From an optimization exercise on the open Yosys and OpenROAD flow, aimed at small area; shortcuts taken in it are not production practice.
RTL that was checked went through simulation tests only; none was proved equivalent to the original.
Power is estimated from default activity; no workload was simulated.

==> v28 <==
==> flow/design.v <==
module stopwatchuptoseconds(
    input clk,
    input rst,
    input start,
    output reg [6:0] sseg_data,
    output reg dp,
    output reg [7:0] ssg_ctrl
);
reg [3:0] p;
wire tick = p[3] & p[0];
always @(posedge clk or posedge rst)
    if (rst) p <= 4'd0;
    else if (tick) p <= 4'd0;
    else if (start) p <= p + 4'd1;
reg [3:0] s0, m0, h0, h1;
reg [2:0] s1, m1;
wire e1 = tick & s0[3] & s0[0];
wire e2 = e1 & s1[2] & s1[0];
wire e3 = e2 & m0[3] & m0[0];
wire e4 = e3 & m1[2] & m1[0];
wire e5 = e4 & h0[3] & h0[0];
always @(posedge clk or posedge rst)
    if (rst) begin
        s0 <= 0; s1 <= 0; m0 <= 0; m1 <= 0; h0 <= 0; h1 <= 0;
    end else begin
        if (tick) s0 <= e1 ? 4'd0 : s0 + 4'd1;
        if (e1)   s1 <= e2 ? 3'd0 : s1 + 3'd1;
        if (e2)   m0 <= e3 ? 4'd0 : m0 + 4'd1;
        if (e3)   m1 <= e4 ? 3'd0 : m1 + 3'd1;
        if (e4)   h0 <= e5 ? 4'd0 : h0 + 4'd1;
        if (e5)   h1 <= (h1[3] & h1[0]) ? 4'd0 : h1 + 4'd1;
    end
reg [13:0] l;
reg [2:0] ph;
wire z = ~|l[12:0];
wire wrap = z & l[13];
always @(posedge clk or posedge rst)
    if (rst) begin
        l <= 14'd0;
        ph <= 3'd0;
    end else begin
        l <= {l[12:0], l[13] ^ l[4] ^ l[2] ^ l[0] ^ z};
        if (wrap) ph <= ph + 3'd1;
    end
wire [7:2] sn;
assign sn[2] = ~(ph == 3'd2);
assign sn[3] = ~(ph == 3'd3);
assign sn[4] = ~(ph == 3'd4);
assign sn[5] = ~(ph == 3'd5);
assign sn[6] = ~(ph == 3'd6);
assign sn[7] = ~(ph == 3'd7);
wire [3:0] d = ({4{sn[2]}} | s0) & ({1'b1, {3{sn[3]}}} | {1'b0, s1}) &
               ({4{sn[4]}} | m0) & ({1'b1, {3{sn[5]}}} | {1'b0, m1}) &
               ({4{sn[6]}} | h0) & ({4{sn[7]}} | h1);
always @(*) begin
    case (d)
        4'd0: sseg_data = 7'b1000000;
        4'd1: sseg_data = 7'b1111001;
        4'd2: sseg_data = 7'b0100100;
        4'd3: sseg_data = 7'b0110000;
        4'd4: sseg_data = 7'b0011001;
        4'd5: sseg_data = 7'b0010010;
        4'd6: sseg_data = 7'b0000010;
        4'd7: sseg_data = 7'b1111000;
        4'd8: sseg_data = 7'b0000000;
        default: sseg_data = 7'b0010000;
    endcase
    ssg_ctrl = {sn, 2'b11};
    dp = ~(ph[2] & ~ph[0]);
end
endmodule
==> flow/flow/run.sh <==
#!/bin/bash
# Own layout flow: the standard ORFS flow, with
#  - an area-oriented ABC script for the combinational logic (registers untouched),
#  - minimum-size port buffers,
#  - a smaller clock tree (no dummy loads).
set -euo pipefail
W=$PWD
sed "s#log_cmd abc {\*}\$abc_args#log_cmd abc {*}[lreplace \$abc_args 1 1 $W/flow/area.abc]#" \
    "$FLOW_HOME/scripts/synth.tcl" > "$W/my_synth.tcl"
grep -q "flow/area.abc" "$W/my_synth.tcl"
sed "s#\$::env(SCRIPTS_DIR)/synth.tcl#$W/my_synth.tcl#" synth_recipe.tcl > "$W/my_synth_recipe.tcl"
grep -q "my_synth.tcl" "$W/my_synth_recipe.tcl"
export BUFFER_PORTS_ARGS="-buffer_cell sky130_fd_sc_hd__buf_1"
export CTS_ARGS="-sink_clustering_enable -repair_clock_nets -dont_use_dummy_load -buf_list sky130_fd_sc_hd__clkbuf_4 -root_buf sky130_fd_sc_hd__clkbuf_4 -sink_clustering_size 15"
bash standard.sh SYNTH_SCRIPT="$W/my_synth_recipe.tcl" ADDER_MAP_FILE= > "$W/standard.log" 2>&1
==> flow/flow/area.abc <==
strash
&get -n
&deepsyn -T 20
&put
&get -n
&dch -f
&nf -R 1000
&put

==> flow/standard.sh <==
#!/bin/bash
# synth_recipe.tcl (not shown) runs the flow's synth.tcl, then flattens the netlist and writes it again
# the make line also repeats each setting of config.mk as NAME=value (left out here)
make -C /OpenROAD-flow-scripts/flow DESIGN_CONFIG=/design/flow/config.mk WORK_HOME=/design/flow/orfs CLKGATE_MAP_FILE= SYNTH_SCRIPT=/design/flow/synth_recipe.tcl "${@:-finish}"
==> flow/config.mk <==
export PLATFORM = sky130hd
export DESIGN_NAME = stopwatchuptoseconds
export DESIGN_NICKNAME = stopwatchuptoseconds
export VERILOG_FILES = /design/flow/design.v
export SDC_FILE = /design/flow/constraint.sdc
export NUM_CORES = 4
export LEC_CHECK = 0
export CAP_MARGIN = 20
export CORE_MARGIN = 2
export CORE_UTILIZATION = 40
export SLEW_MARGIN = 20
==> flow/constraint.sdc <==
create_clock -name core_clock -period 10.0 [get_ports {clk}]
set_input_delay 2.0000 -clock core_clock [delete_from_list [all_inputs] [get_ports {clk}]]
set_output_delay 2.0000 -clock core_clock [all_outputs]
set_load 0.01 [all_outputs]
==> inputs of v29, as changes to v28 <==
--- a/flow/design.v
+++ b/flow/design.v
@@ -43,15 +43,14 @@
         if (wrap) ph <= ph + 3'd1;
     end
-wire [7:2] sn;
-assign sn[2] = ~(ph == 3'd2);
-assign sn[3] = ~(ph == 3'd3);
-assign sn[4] = ~(ph == 3'd4);
-assign sn[5] = ~(ph == 3'd5);
-assign sn[6] = ~(ph == 3'd6);
-assign sn[7] = ~(ph == 3'd7);
-wire [3:0] d = ({4{sn[2]}} | s0) & ({1'b1, {3{sn[3]}}} | {1'b0, s1}) &
-               ({4{sn[4]}} | m0) & ({1'b1, {3{sn[5]}}} | {1'b0, m1}) &
-               ({4{sn[6]}} | h0) & ({4{sn[7]}} | h1);
+reg [3:0] d;
 always @(*) begin
+    case (ph)
+        3'd2, 3'd0, 3'd1: d = s0;
+        3'd3: d = {1'b0, s1};
+        3'd4: d = m0;
+        3'd5: d = {1'b0, m1};
+        3'd6: d = h0;
+        default: d = h1;
+    endcase
     case (d)
         4'd0: sseg_data = 7'b1000000;
@@ -66,5 +65,6 @@
         default: sseg_data = 7'b0010000;
     endcase
-    ssg_ctrl = {sn, 2'b11};
+    ssg_ctrl = 8'hFF;
+    if (ph >= 3'd2) ssg_ctrl[ph] = 1'b0;
     dp = ~(ph[2] & ~ph[0]);
 end
--- a/flow/flow/run.sh
+++ b/flow/flow/run.sh
@@ -12,4 +12,4 @@
 grep -q "my_synth.tcl" "$W/my_synth_recipe.tcl"
 export BUFFER_PORTS_ARGS="-buffer_cell sky130_fd_sc_hd__buf_1"
-export CTS_ARGS="-sink_clustering_enable -repair_clock_nets -dont_use_dummy_load -buf_list sky130_fd_sc_hd__clkbuf_4 -root_buf sky130_fd_sc_hd__clkbuf_4 -sink_clustering_size 15"
+export CTS_ARGS="-sink_clustering_enable -repair_clock_nets -dont_use_dummy_load -buf_list sky130_fd_sc_hd__clkbuf_8 -root_buf sky130_fd_sc_hd__clkbuf_8 -sink_clustering_size 30"
 bash standard.sh SYNTH_SCRIPT="$W/my_synth_recipe.tcl" ADDER_MAP_FILE= > "$W/standard.log" 2>&1
==> inputs of v35, as changes to v28 <==
==> flow/design.v (replaced) <==
`timescale 1ns / 1ps
module stopwatchuptoseconds(
    input clk,
    input rst,
    input start,
    output reg [6:0] sseg_data,
    output reg dp,
    output reg [7:0] ssg_ctrl
);
reg [3:0] seconds10;
reg [3:0] seconds1;
reg [3:0] minutes10; 
reg [3:0]minutes1;
reg [3:0] hours10;
reg [3:0] hours1; 
reg [63:0] count; 
wire clk_out;
always @ (posedge clk or posedge rst) begin
    if (rst)
        count <= 0;
    else if (count == 9) 
	 begin
        count <= 0;
	end
    else if (start) 
        count <= count + 1;
end
assign clk_out = (count == 9) ? 1'b1 : 1'b0; 
always @ (posedge clk or posedge rst) begin
    if (rst) begin
        seconds10 <= 0;
        seconds1 <= 0;
        minutes10 <= 0;
        minutes1 <= 0;
        hours10 <= 0;
        hours1 <= 0;
    end else if (clk_out) begin
            if (seconds10 == 9) begin
                seconds10 <= 0;
                if (seconds1 == 5) begin
                    seconds1 <= 0;
                    if (minutes10 == 9) begin
                        minutes10 <= 0;
                        if (minutes1 == 5) begin
                            minutes1 <= 0;
                            if (hours10 == 9) begin
                                hours10 <= 0;
                                if (hours1 == 9)
                                    hours1 <= 0;
                                else
                                    hours1 <= hours1 + 1;
                            end else
                                hours10 <= hours10 + 1;
                        end else
                            minutes1 <= minutes1 + 1;
                    end else
                        minutes10 <= minutes10 + 1;
                end else
                    seconds1 <= seconds1 + 1;
            end else
                seconds10 <= seconds10 + 1;
    end
end
reg [27:0] counter; 
always @ (posedge clk or posedge rst) begin
    if (rst)
        counter <= 0;
    else
        counter <= counter + 1;
end
reg [6:0] sseg;
always @ (*) begin
    sseg = 4'd0;
    case(counter[16:14])
        3'b000: begin
            ssg_ctrl = 8'b11111111;
            dp = 1'b1;
        end
        3'b001: begin 
            ssg_ctrl = 8'b11111111;
            dp = 1'b1;
        end
        3'b010: begin
		              sseg = seconds10;
            ssg_ctrl = 8'b11111011;
            dp = 1'b1;
        end
        3'b011: begin
		              sseg = seconds1;
            ssg_ctrl = 8'b11110111;
            dp = 1'b1;
        end
        3'b100: begin
		              sseg = minutes10;
            ssg_ctrl = 8'b11101111;
            dp = 1'b0;
        end
        3'b101: begin
		              sseg = minutes1;
            ssg_ctrl = 8'b11011111;
            dp = 1'b1;
        end
        3'b110: begin
            sseg = hours10;
            ssg_ctrl = 8'b10111111;
            dp = 1'b0;
        end
        3'b111: begin
		              sseg = hours1;
            ssg_ctrl = 8'b01111111;
            dp = 1'b1;
        end
    endcase
    case(sseg) 
        4'd0 : sseg_data = 7'b1000000;
        4'd1 : sseg_data = 7'b1111001;
        4'd2 : sseg_data = 7'b0100100;
        4'd3 : sseg_data = 7'b0110000;
        4'd4 : sseg_data = 7'b0011001;
        4'd5 : sseg_data = 7'b0010010;
        4'd6 : sseg_data = 7'b0000010;
        4'd7 : sseg_data = 7'b1111000;
        4'd8 : sseg_data = 7'b0000000; 
        4'd9 : sseg_data = 7'b0010000;
        default : sseg_data = 7'b0111111;
    endcase
end
endmodule
==> flow/run.sh (new file) <==
#!/bin/bash
# synth_recipe.tcl (not shown) runs the flow's synth.tcl, then flattens the netlist and writes it again
# the make line also repeats each setting of config.mk as NAME=value (left out here)
make -C /OpenROAD-flow-scripts/flow DESIGN_CONFIG=/design/flow/config.mk WORK_HOME=/design/flow/orfs CLKGATE_MAP_FILE= SYNTH_SCRIPT=/design/flow/synth_recipe.tcl finish
removed: flow/flow/run.sh
removed: flow/flow/area.abc
removed: flow/standard.sh
==> results.txt <==
| metric | v29 | v28 | v35 |
|---|---|---|---|
| Status | no timing/DRC/antenna violations | no timing/DRC/antenna violations | no timing/DRC/antenna violations |
| Root buffer cell | sky130_fd_sc_hd__clkbuf_8 | sky130_fd_sc_hd__clkbuf_4 | sky130_fd_sc_hd__clkbuf_16 |
| Post-route clock skew | 14.0 ps | 17.0 ps | 11.8 ps |
| Vias per std cell | 5.48 | 5.56 | 5.45 |
| Seq area share | 54.8% | 56.1% | 41.5% |
| Synthesized instance count | 169 | 163 | 568 |
| Xor-xnor portion of the synthesized cell area | 5.44% | 5.97% | 13.9% |
| Largest stage delay on the critical path | 450 ps | 510 ps | 660 ps |
| Total area of multi-input combinational cells | 643 µm² | 654 µm² | 2910 µm² |
| Total number of sequential cells | 43 | 43 | 105 |
| Count of cell instances traversed by the critical path | 8 | 11 | 9 |
| Netlist cell types | 24 | 24 | 58 |
| Worst Hold End | l[8] | l[8] | counter[0] |
| Hold depth | 0 | 0 | 1 |
| Internal power contribution | 0.276 mW | 0.238 mW | 0.665 mW |
| Largest net degree at the start of global routing | 44 | 44 | 73 |
No functional check of the RTL was part of v28.

## port drivers added, routing unchanged
How much do the figures lean on ideal ports? The routed layouts below were timed once more, with nothing changed but the port constraints.
Step 1 assumes that a clkbuf_16 drives the clock port and a buf_2 every other input.
Step 2 adds t to the input delays and takes it off the output delays; t is the mean of the earliest and latest rising clock arrival at the registers after step 1. Input paths then give back, and output paths get back, about the clock's delay inside the block.
a / b / c = ideal ports / drivers / drivers and shift; a / b = the first two.
run | t, ns | setup slack, ns | hold slack, ns | pins driven straight from the clock port
v28 | 0.362 | 5.059 / 5.035 / 5.397 | 0.392 / 0.392 / 0.392 | 1
v29 | 0.305 | 5.564 / 5.538 / 5.844 | 0.382 / 0.382 / 0.382 | 1
v35 | 0.388 | 4.679 / 4.637 / 4.976 | 0.459 / 0.459 / 0.459 | 1
After both steps setup and hold are still met in every run listed.
